This is an optimization exercise on Yosys and OpenROAD, whose aim is small area and a short achievable clock period, not a production implementation. For this run, only the layout was checked, not whether the RTL still works.

--- config.mk ---
export PLATFORM = sky130hd
export DESIGN_NAME = simon32_64
export DESIGN_NICKNAME = simon32_64
export VERILOG_FILES = /design/flow/design.v
export SDC_FILE = /design/flow/constraint.sdc
export NUM_CORES = 4
export LEC_CHECK = 0
export CAP_MARGIN = 20
export CORE_MARGIN = 2
export CORE_UTILIZATION = 40
export SLEW_MARGIN = 20
--- constraint.sdc ---
create_clock -name core_clock -period 2.5 [get_ports {clk}]
set_input_delay 0.5000 -clock core_clock [delete_from_list [all_inputs] [get_ports {clk}]]
set_output_delay 0.5000 -clock core_clock [all_outputs]
set_load 0.01 [all_outputs]
--- design.v ---
module shifter #(
  parameter int AMOUNT = 1
) (
  input  logic [15:0] shift_in,
  output logic [15:0] shift_out
);
  assign shift_out = (shift_in << AMOUNT) | (shift_in >> (16 - AMOUNT));
endmodule
module round (
  input  logic [15:0] x_in, y_in, key_in,
  output logic [15:0] x_out, y_out
);
  logic [15:0] s1, s2, s8;
  shifter #(1) S1 (x_in, s1);
  shifter #(8) S8 (x_in, s8);
  shifter #(2) S2 (x_in, s2);
  assign x_out = (s1 & s8) ^ y_in ^ s2 ^ key_in;
  assign y_out = x_in;
endmodule
module key_gen (
  input  logic [63:0] key_in,
  input  logic        zbit,
  output logic [63:0] key_out
);
  logic [15:0] k3r3, t, tr1;
  shifter #(13) S3 (key_in[63:48], k3r3);    
  assign t = k3r3 ^ key_in[31:16];
  shifter #(15) S1 (t, tr1);                 
  assign key_out = {key_in[15:0] ^ t ^ tr1 ^ 16'hfffc ^ {15'd0, zbit}, key_in[63:16]};
endmodule
module simon32_64 (
  input  logic        clk, reset,
  input  logic        in_valid,
  input  logic [31:0] plaintext,
  input  logic [63:0] key,
  output logic        out_valid,
  output logic [31:0] ciphertext
);
  localparam logic [32:0] REG_AFTER = 33'h149249248;
  localparam int NREG = 11;
  localparam logic [31:0] Z0 = 32'hFA2561CD;
  logic [15:0] xc [0:32], yc [0:32], xs [0:32], ys [0:32];
  logic [63:0] kc [0:32], ks [0:32];
  assign xc[0] = plaintext[31:16];
  assign yc[0] = plaintext[15:0];
  assign kc[0] = key;
  genvar r;
  generate
    for (r = 0; r <= 32; r++) begin : st
      if (REG_AFTER[r]) begin : q
        logic [15:0] xq, yq;
        logic [63:0] kq;
        always_ff @(posedge clk) begin
          xq <= xc[r];
          yq <= yc[r];
          kq <= kc[r];
        end
        assign xs[r] = xq;
        assign ys[r] = yq;
        assign ks[r] = kq;
      end else begin : w
        assign xs[r] = xc[r];
        assign ys[r] = yc[r];
        assign ks[r] = kc[r];
      end
      if (r < 32) begin : rd
        round   R (xs[r], ys[r], ks[r][15:0], xc[r+1], yc[r+1]);
        key_gen K (ks[r], Z0[31-r], kc[r+1]);
      end
    end
  endgenerate
  assign ciphertext = {xs[32], ys[32]};
  logic [NREG-1:0] valid_r;
  always_ff @(posedge clk) begin
    if (reset)
      valid_r <= '0;
    else
      valid_r <= {valid_r, in_valid};
  end
  assign out_valid = valid_r[NREG-1];
endmodule
--- flow/run.sh ---
#!/bin/bash
# The standard layout, except that the output ports get a fast buffer (buf_4) instead of the
# default port buffer; the input ports keep the default. Everything else is standard.sh as is.
set -euo pipefail
here=$(pwd)
bash standard.sh DONT_BUFFER_PORTS=1 PRE_GLOBAL_PLACE_TCL="$here/flow/ports.tcl" finish > "$here/flow_standard.log" 2>&1
--- flow/ports.tcl ---
# Port buffers, placed where global_place.tcl would put them: inputs with the default cell,
# outputs with a fast buffer.
buffer_ports -inputs
buffer_ports -outputs -buffer_cell sky130_fd_sc_hd__buf_4
--- standard.sh ---
#!/bin/bash
# synth_recipe.tcl (not shown) runs the flow's synth.tcl, then flattens the netlist and writes it again
# the make line also repeats each setting of config.mk as NAME=value (left out here)
make -C /OpenROAD-flow-scripts/flow DESIGN_CONFIG=/design/flow/config.mk WORK_HOME=/design/flow/orfs CLKGATE_MAP_FILE= SYNTH_SCRIPT=/design/flow/synth_recipe.tcl "${@:-finish}"
==> impl_metrics.json <==
{
  "synthArstFlopShare": 0,
  "rows": 131,
  "synthDominantCellAreaShare": 0.379,
  "clk_latency_ns": 0.74,
  "max_freq_mhz": 409,
  "diodes": 0,
  "reg2reg_from": "st[12].q.xq[14]",
  "fin_crit_ns": 2.44,
  "crit_type": "reg2reg",
  "route.vias.total": 31200,
  "grt_pass1_wl_um": 242000,
  "critPathCaptureType": "flip-flop",
  "synthTopCellsByCount": "xnor2_1, dfxtp_1, xor2_1",
  "cts-htree-levels": 3,
  "dp_worst_setup_slack_ns": -0.0362,
  "fp.coreArea_um2": 128000,
  "cts_setup_buffers": 0,
  "drc": 0,
  "max_stage_delay_ns": 0.62,
  "tns_ns": 0,
  "yosys.area.top_type": "dfxtp_1",
  "crit_top_cell": "xnor2_1",
  "synth_seq_cells": 971,
  "startpoint_type": "flip-flop",
  "die_y_um": 362,
  "grt_max_degree": 15,
  "syn-num-nets": 4500,
  "setup_violations": 0,
  "multi_input_area_um2": 31900,
  "num_io_pins": 132,
  "cts_tree": "yes",
  "path_cells": "nand2_1 -> xnor3_1 -> nand2_1 -> xnor2_1 -> xnor2_1 -> xnor2_1",
  "seq_area_um2": 19400,
  "cts_buffers": 106,
  "tightestPinTransition_ns": 0.748,
  "ant_nets": 0,
  "finalHoldViolations": 0,
  "avgSynthCellArea_um2": 11.7,
  "dieWidth_um": 362,
  "grt.total_usage": 0.259,
  "status": "finished clean",
  "die_area_um2": 131000,
  "maxSlewHeadroom": 0.498,
  "post_drt_wl_per_cell_um": 25.6,
  "synth_cells": 4401,
  "root_buffer": "clkbuf_16",
  "hp-class": "in2reg",
  "drtPass1Iterations": 5,
  "clock_path_buffers": 3,
  "port_buffers": 130,
  "slowest_stage": "dfxtp_1",
  "crit_fanout": 4,
  "dpl_cell_area_um2": 56100,
  "path_clk_slew_ns": 0.07,
  "cap_violations": 0,
  "gp_congestion": 0.958,
  "drtIter0Drc": 2532,
  "required_ns": 3.10,
  "grt_pass1_vias": 32800,
  "syn_area_um2": 51300,
  "final_area_um2": 60400,
  "setup_slack_ns": 0.0566,
  "r2r_cells": 6,
  "hp-start": "key[53]",
  "path_buf_inv": 0,
  "holdPathStages": 2,
  "start_util": 0.403,
  "drt-vias-per-instance": 4.70,
  "area_growth_pct": 17.6,
  "hpwl_um": 142000,
  "seq_area_frac_synth": 0.379,
  "overflow": 0,
  "r2r-end": "st[15].q.xq[9]",
  "synthFlopType": "dfxtp_1",
  "holdPathEnd": "st[3].q.kq[52]",
  "clock-sinks": 971,
  "yosysWarnings": 13,
  "fin_crit_sh": 0.977,
  "drive_above_1_share": 0.117,
  "maxSlewViolCount": 0,
  "wl_um": 170000,
  "fill_cells": 11900,
  "cp_data_arrival_time_ns": 3.04,
  "antenna_found_initial": 2,
  "synth_area_leaders": "dfxtp_1, xnor2_1, xnor3_1",
  "r2r_slack_ns": 0.06,
  "synth.distinct_cells": 15,
  "fin_nets": 4993,
  "synth_most_common_cell": "xnor2_1",
  "crit_family": "XOR/XNOR gates",
  "clock_skew_ns": 0.0422,
  "synth-edff-count": 0
}
==> what timing repair did <==
item,CTS,global route
pin swaps,0,1
endpoints found under the hold margin,46,0
gates resized for setup,4,12
setup endpoints to repair,3,14
hold buffers,36,0
==> metal layers <==
metal  routed length, um  global-route usage  vias up
li1                    -                   -    14700
met1               74000               0.341    15300
met2               80500               0.435      956
met3                9290              0.0346      278
met4                6370              0.0958        2
met5                  13                   0        -
==> area by class of cell <==
type | count | share of cell area
clock buffer | 137 | 0.0487
sequential | 971 | 0.322
clock inverter | 60 | 0.0144
tap | 1662 | 0.0344
inverter | 3 | 0.000186
multi-input combinational | 3404 | 0.528
timing repair buffer | 408 | 0.0522
==> state kept, by name, indices dropped and copies added, names as in the netlist <==
register / flops
ks: 32
st.q.yq: 176
st.q.kq: 576
st.q.xq: 176
valid_r: 11
==> stage by stage <==
step / instances / hold WS (ns) / utilization
after global routing: 6645 / 0.0306 / 0.474
after floorplan: 4401 / 0.329 / -
after CTS: 6645 / 0.00174 / 0.473
after global placement: 6412 / 0.357 / 0.440
final: 6645 / 0.0612 / 0.474
after detailed placement: 6412 / 0.360 / 0.440
==> layout by cell type (no fill, tap or decap), types with 15 or more instances in the layout <==
cell,count
clkbuf_8,15
clkinv_2,21
dfxtp_1,970
buf_4,372
xnor2_2,22
clkbuf_1,15
xor2_1,522
dlygate4sd3_1,36
clkbuf_16,107
xnor3_1,290
bufinv_16,18
nand2_1,512
xor3_1,29
xnor2_1,2010
==> worst reg2reg max path, cell delays in order, from the launching register on <==
cell and delay (ns):
dfxtp_1 0.62, nand2_1 0.15, xnor3_1 0.59, nand2_1 0.13, xnor2_1 0.50, xnor2_1 0.17, xnor2_1 0.15
==> worst max-delay path by stage <==
stage,startpoint,endpoint,slack [ns],depth (start not counted)
2_1_floorplan,st[18].q.kq[18],st[21].q.kq[59],0.21,5
3_3_place_gp,st[18].q.kq[31],st[21].q.kq[54],-0.11,6
3_5_place_dp,st[18].q.kq[48],st[21].q.kq[54],-0.04,6
4_1_cts,st[21].q.kq[52],st[24].q.kq[58],0.04,6
5_1_grt,st[9].q.kq[28],st[12].q.kq[53],-0.03,5
6_report,st[12].q.xq[14],st[15].q.xq[9],0.06,6
==> kinds of logic (layout without fill, tap and decap cells) <==
logic type | count (synthesis) | in the layout | synth area share
xor+xnor | 2881 | 2881 | 0.581
buf+inv | 26 | 608 | 0.00200
simple gates | 523 | 523 | 0.0388
flops | 971 | 971 | 0.379

-- afterwards: timing with drivers on the ports --
How much do the figures lean on ideal ports? The routed layout below was timed once more, with nothing changed but the port constraints. Step 1 (the two cells are an assumption about what drives the block):
set clk [get_ports {clk}]
set_driving_cell -lib_cell sky130_fd_sc_hd__clkbuf_16 $clk
set_driving_cell -lib_cell sky130_fd_sc_hd__buf_2 [delete_from_list [all_inputs] $clk]
Step 2 moves the port delays by t, midway between the first and last clock arrival at a register: inputs arrive t later, outputs are due t later. That takes back most of the time a late clock gives input paths. Slacks: ideal ports / drivers / drivers and shift; pairs: ideal ports / drivers.
shift t [ns]: 0.790
setup WS [ns]: 0.057 / 0.057 / 0.057
hold slack, ns: 0.061 / 0.097 / 0.360
clock arrival spread, ns: 0.043 / 0.043
slew at the worst register clock pin (ns): 0.07 / 0.07
After both steps this run still meets setup and hold. The setup slack of this run moves by 0.000 ns with the drivers and by 0.000 ns with both steps.
